This design comes from an exercise in tuning for small area and a short achievable clock period on the open sky130 flow, not from production work.
At most, simulation tests tie the RTL to the original design; equivalence was not proved.
Power and IR drop assume default switching activity.

## run a
## fir_retimed
module fir_retimed #(
    parameter N_TAPS = 4,
    parameter DATA_WIDTH = 18,
    parameter COEFF_WIDTH = 18
) (
    input clk,
    input reset_n,
    input ena,
    input signed [DATA_WIDTH-1:0] data_in,
    output signed [(DATA_WIDTH + COEFF_WIDTH + 2)-1:0] data_out
);
Size in the first run: ~1300 cells after synthesis, about 140 flip-flops, ~0.0098 sq mm of cells after synthesis.
==> module fir_retimed, before the edit <==
module fir_retimed #(
    parameter N_TAPS = 4,
    parameter DATA_WIDTH = 18,
    parameter COEFF_WIDTH = 18
) (
    input clk,
    input reset_n,
    input ena,
    input signed [DATA_WIDTH-1:0] data_in,
    output signed [(DATA_WIDTH + COEFF_WIDTH + 2)-1:0] data_out
);
    localparam KIND = 4;
    reg signed [17:0] x0, x1;
    reg signed [18:0] u;
    reg signed [20:0] s2;
    reg signed [21:0] s1;
    reg signed [21:0] s;
    reg signed [23:0] z;
    wire [18:0] u_next;
    wire [20:0] s2_next;
    wire [21:0] s1_next;
    wire [21:0] s_next;
    wire [23:0] z_next;
    pfx_add #(.W(19), .KIND(KIND)) add_u (
        .a({x0[17], x0}), .b({x1[17], x1}), .ci(1'b0), .s(u_next));
    pfx_add #(.W(21), .KIND(KIND)) add_s2 (
        .a({u, 2'b00}), .b(~{{3{x1[17]}}, x1}), .ci(1'b1), .s(s2_next));
    pfx_add #(.W(21), .KIND(KIND)) add_s1 (
        .a({s2[20], s2[20:1]}), .b({{3{x1[17]}}, x1}), .ci(1'b0), .s(s1_next[21:1]));
    assign s1_next[0] = s2[0];
    pfx_add #(.W(22), .KIND(KIND)) add_s (
        .a(s1), .b({{4{x1[17]}}, x1}), .ci(1'b0), .s(s_next));
    pfx_add #(.W(22), .KIND(KIND)) add_z (
        .a({s[21], s[21], s[21:2]}), .b(s), .ci(1'b0), .s(z_next[23:2]));
    assign z_next[1:0] = s[1:0];
    always @(posedge clk or negedge reset_n) begin
        if (!reset_n) begin
            x0 <= 18'd0;
            x1 <= 18'd0;
            u  <= 19'd0;
            s2 <= 21'd0;
            s1 <= 22'd0;
            s  <= 22'd0;
            z  <= 24'd0;
        end else if (ena) begin
            x0 <= data_in;
            x1 <= x0;
            u  <= u_next;
            s2 <= s2_next;
            s1 <= s1_next;
            s  <= s_next;
            z  <= z_next;
        end
    end
    assign data_out = {{13{z[23]}}, z, 1'b0};
endmodule
==> module pfx_add, before the edit <==
module pfx_add #(parameter W = 22, parameter KIND = 0) (
    input  [W-1:0] a,
    input  [W-1:0] b,
    input          ci,
    output [W-1:0] s
);
    reg [W-1:0] g, p, p0, gp2, pp2;
    integer i, l, j;
    always @* begin
        p0 = a ^ b;
        g  = a & b;
        p  = p0;
        g[0] = g[0] | (p[0] & ci);
        if (KIND == 0) begin
            for (l = 1; (1 << l) <= 2*W; l = l + 1)
                for (j = (1 << l) - 1; j < W; j = j + (1 << l)) begin
                    g[j] = g[j] | (p[j] & g[j - (1 << (l-1))]);
                    p[j] = p[j] & p[j - (1 << (l-1))];
                end
            for (l = 12; l > 0; l = l - 1)
                for (j = (1 << l) + (1 << (l-1)) - 1; j < W; j = j + (1 << l)) begin
                    g[j] = g[j] | (p[j] & g[j - (1 << (l-1))]);
                    p[j] = p[j] & p[j - (1 << (l-1))];
                end
        end else if (KIND == 1) begin
            for (l = 0; (1 << l) < W; l = l + 1)
                for (i = W - 1; i >= 0; i = i - 1)
                    if ((i >> l) & 1) begin
                        j = ((i >> l) << l) - 1;
                        g[i] = g[i] | (p[i] & g[j]);
                        p[i] = p[i] & p[j];
                    end
        end else if (KIND == 4) begin
            gp2 = g; pp2 = p;
            for (i = 2; i < W; i = i + 2) begin
                gp2[i] = g[i] | (p[i] & g[i-1]);
                pp2[i] = p[i] & p[i-1];
            end
            for (l = 0; (1 << l) < W; l = l + 1)
                for (i = W - 1; i >= 0; i = i - 1)
                    if ((i >> l) & 1) begin
                        j = ((i >> l) << l) - 1;
                        if (j == i - 1 && j > 0 && ((i >> (l+1)) == 0)) begin
                            g[i] = gp2[i] | (pp2[i] & g[i-2]);
                            p[i] = pp2[i] & p[i-2];
                        end else begin
                            g[i] = g[i] | (p[i] & g[j]);
                            p[i] = p[i] & p[j];
                        end
                    end
        end else if (KIND == 2) begin
            for (l = 0; (1 << l) < W; l = l + 1)
                for (i = W - 1; i >= (1 << l); i = i - 1) begin
                    g[i] = g[i] | (p[i] & g[i - (1 << l)]);
                    p[i] = p[i] & p[i - (1 << l)];
                end
        end else begin
            for (i = 1; i < W; i = i + 1)
                g[i] = g[i] | (p[i] & g[i-1]);
        end
    end
    assign s = p0 ^ {g[W-2:0], ci};
endmodule
==> flow/config.mk <==
export PLATFORM = sky130hd
export DESIGN_NAME = fir_retimed
export DESIGN_NICKNAME = fir_retimed
export VERILOG_FILES = /design/flow/design.v
export SDC_FILE = /design/flow/constraint.sdc
export NUM_CORES = 4
export LEC_CHECK = 0
export ABC_AREA = 1
export CAP_MARGIN = 20
export CORE_MARGIN = 2
export CORE_UTILIZATION = 40
export SETUP_SLACK_MARGIN = 1.8
export SLEW_MARGIN = 20
==> flow/constraint.sdc <==
create_clock -name core_clock -period 4.5 [get_ports {clk}]
set_input_delay 0.9000 -clock core_clock [delete_from_list [all_inputs] [get_ports {clk}]]
set_output_delay 0.9000 -clock core_clock [all_outputs]
set_load 0.01 [all_outputs]
standard.sh (not shown) runs the stock make flow with config.mk's settings and CLKGATE_MAP_FILE= SYNTH_SCRIPT=/design/flow/synth_recipe.tcl, a recipe that flattens the netlist after the stock synthesis.
==> flow/flow/run.sh <==
#!/bin/bash
# The standard layout, with plain buffers (not delay cells) on the ports.
set -euo pipefail
bash standard.sh BUFFER_PORTS_ARGS="-buffer_cell sky130_fd_sc_hd__buf_2" finish > make_finish.log 2>&1
#### Input delta (run b over run a)
-- flow/design.v --
<<< run a, line 10
    output signed [(DATA_WIDTH + COEFF_WIDTH + 2)-1:0] data_out
);
    localparam KIND = 4;
    reg signed [17:0] x0, x1;
    reg signed [18:0] u;
>>> run b, line 10
    output signed [(DATA_WIDTH + COEFF_WIDTH + 2)-1:0] data_out
);
    localparam KIND = 0;
    reg signed [17:0] x0, x1;
    reg signed [18:0] u;
<<< run a, line 61
    output [W-1:0] s
);
    reg [W-1:0] g, p, p0, gp2, pp2;
    integer i, l, j;
    always @* begin
>>> run b, line 61
    output [W-1:0] s
);
    reg [W-1:0] g, p, p0;
    integer i, l, j;
    always @* begin
<<< run a, line 87
                        p[i] = p[i] & p[j];
                    end
        end else if (KIND == 4) begin
            gp2 = g; pp2 = p;
            for (i = 2; i < W; i = i + 2) begin
                gp2[i] = g[i] | (p[i] & g[i-1]);
                pp2[i] = p[i] & p[i-1];
            end
            for (l = 0; (1 << l) < W; l = l + 1)
                for (i = W - 1; i >= 0; i = i - 1)
                    if ((i >> l) & 1) begin
                        j = ((i >> l) << l) - 1;
                        if (j == i - 1 && j > 0 && ((i >> (l+1)) == 0)) begin
                            g[i] = gp2[i] | (pp2[i] & g[i-2]);
                            p[i] = pp2[i] & p[i-2];
                        end else begin
                            g[i] = g[i] | (p[i] & g[j]);
                            p[i] = p[i] & p[j];
                        end
                    end
        end else if (KIND == 2) begin
            for (l = 0; (1 << l) < W; l = l + 1)
>>> run b, line 87
                        p[i] = p[i] & p[j];
                    end
        end else if (KIND == 2) begin
            for (l = 0; (1 << l) < W; l = l + 1)
--- outcome ---
Run a | stages: all done | timing, DRC, antenna: all pass. Run b went all the way through synthesis, placement and routing and the layout is clean on timing, DRC and antenna. NOTE: period utilization in run b exceeds that of run a. Comparing run b and run a, the lower combinational group power was measured on run b. Cell count along the critical path was higher in the run labelled run b. Global-route wire length before repair in run b vs run a: down about 14%. Via count, run b and run a: higher on run a. Share of final-layout standard cells stronger than drive strength 1: run b higher than run a. From run a to run b the numbers moved as follows: synthesized cell count decreased 314, utilization increased 1.5 points. Against run a as the reference, run b delivers a higher cell-internal power. Summary: with run a as the reference, count of plain and timing-repair buffers in run b moved up by more than a quarter.
Only the layout flow was run in run a; the RTL was not checked for function there.

[static timing again, ports no longer ideal]
The flow's constraints put no driver on any port. The routed layouts listed below were extracted and timed again, unchanged, in two steps. Step 1, drivers: a clkbuf_16 drives clk and a buf_2 each remaining input, both assumed. Step 2 moves the port delays by t, midway between the first and last clock arrival at a register: inputs arrive t later, outputs are due t later. That takes back most of the time a late clock gives input paths. a / b / c = ideal / step 1 / step 2; a / b = the first two.
run | shift t [ns] | setup WS [ns] | worst setup path after step 2 | clock arrival spread, ns | cell pins on the clock port's net
run a | 0.462 | 2.335 / 2.335 / 1.952 | input to register | 0.013 / 0.013 | 1
run b | 0.463 | 1.941 / 1.941 / 1.941 | register to register | 0.008 / 0.008 | 1
After both steps every run listed still meets setup and hold. For run a, which loses most, drivers alone change the setup slack by 0.000 ns; drivers and shift together by -0.383 ns.
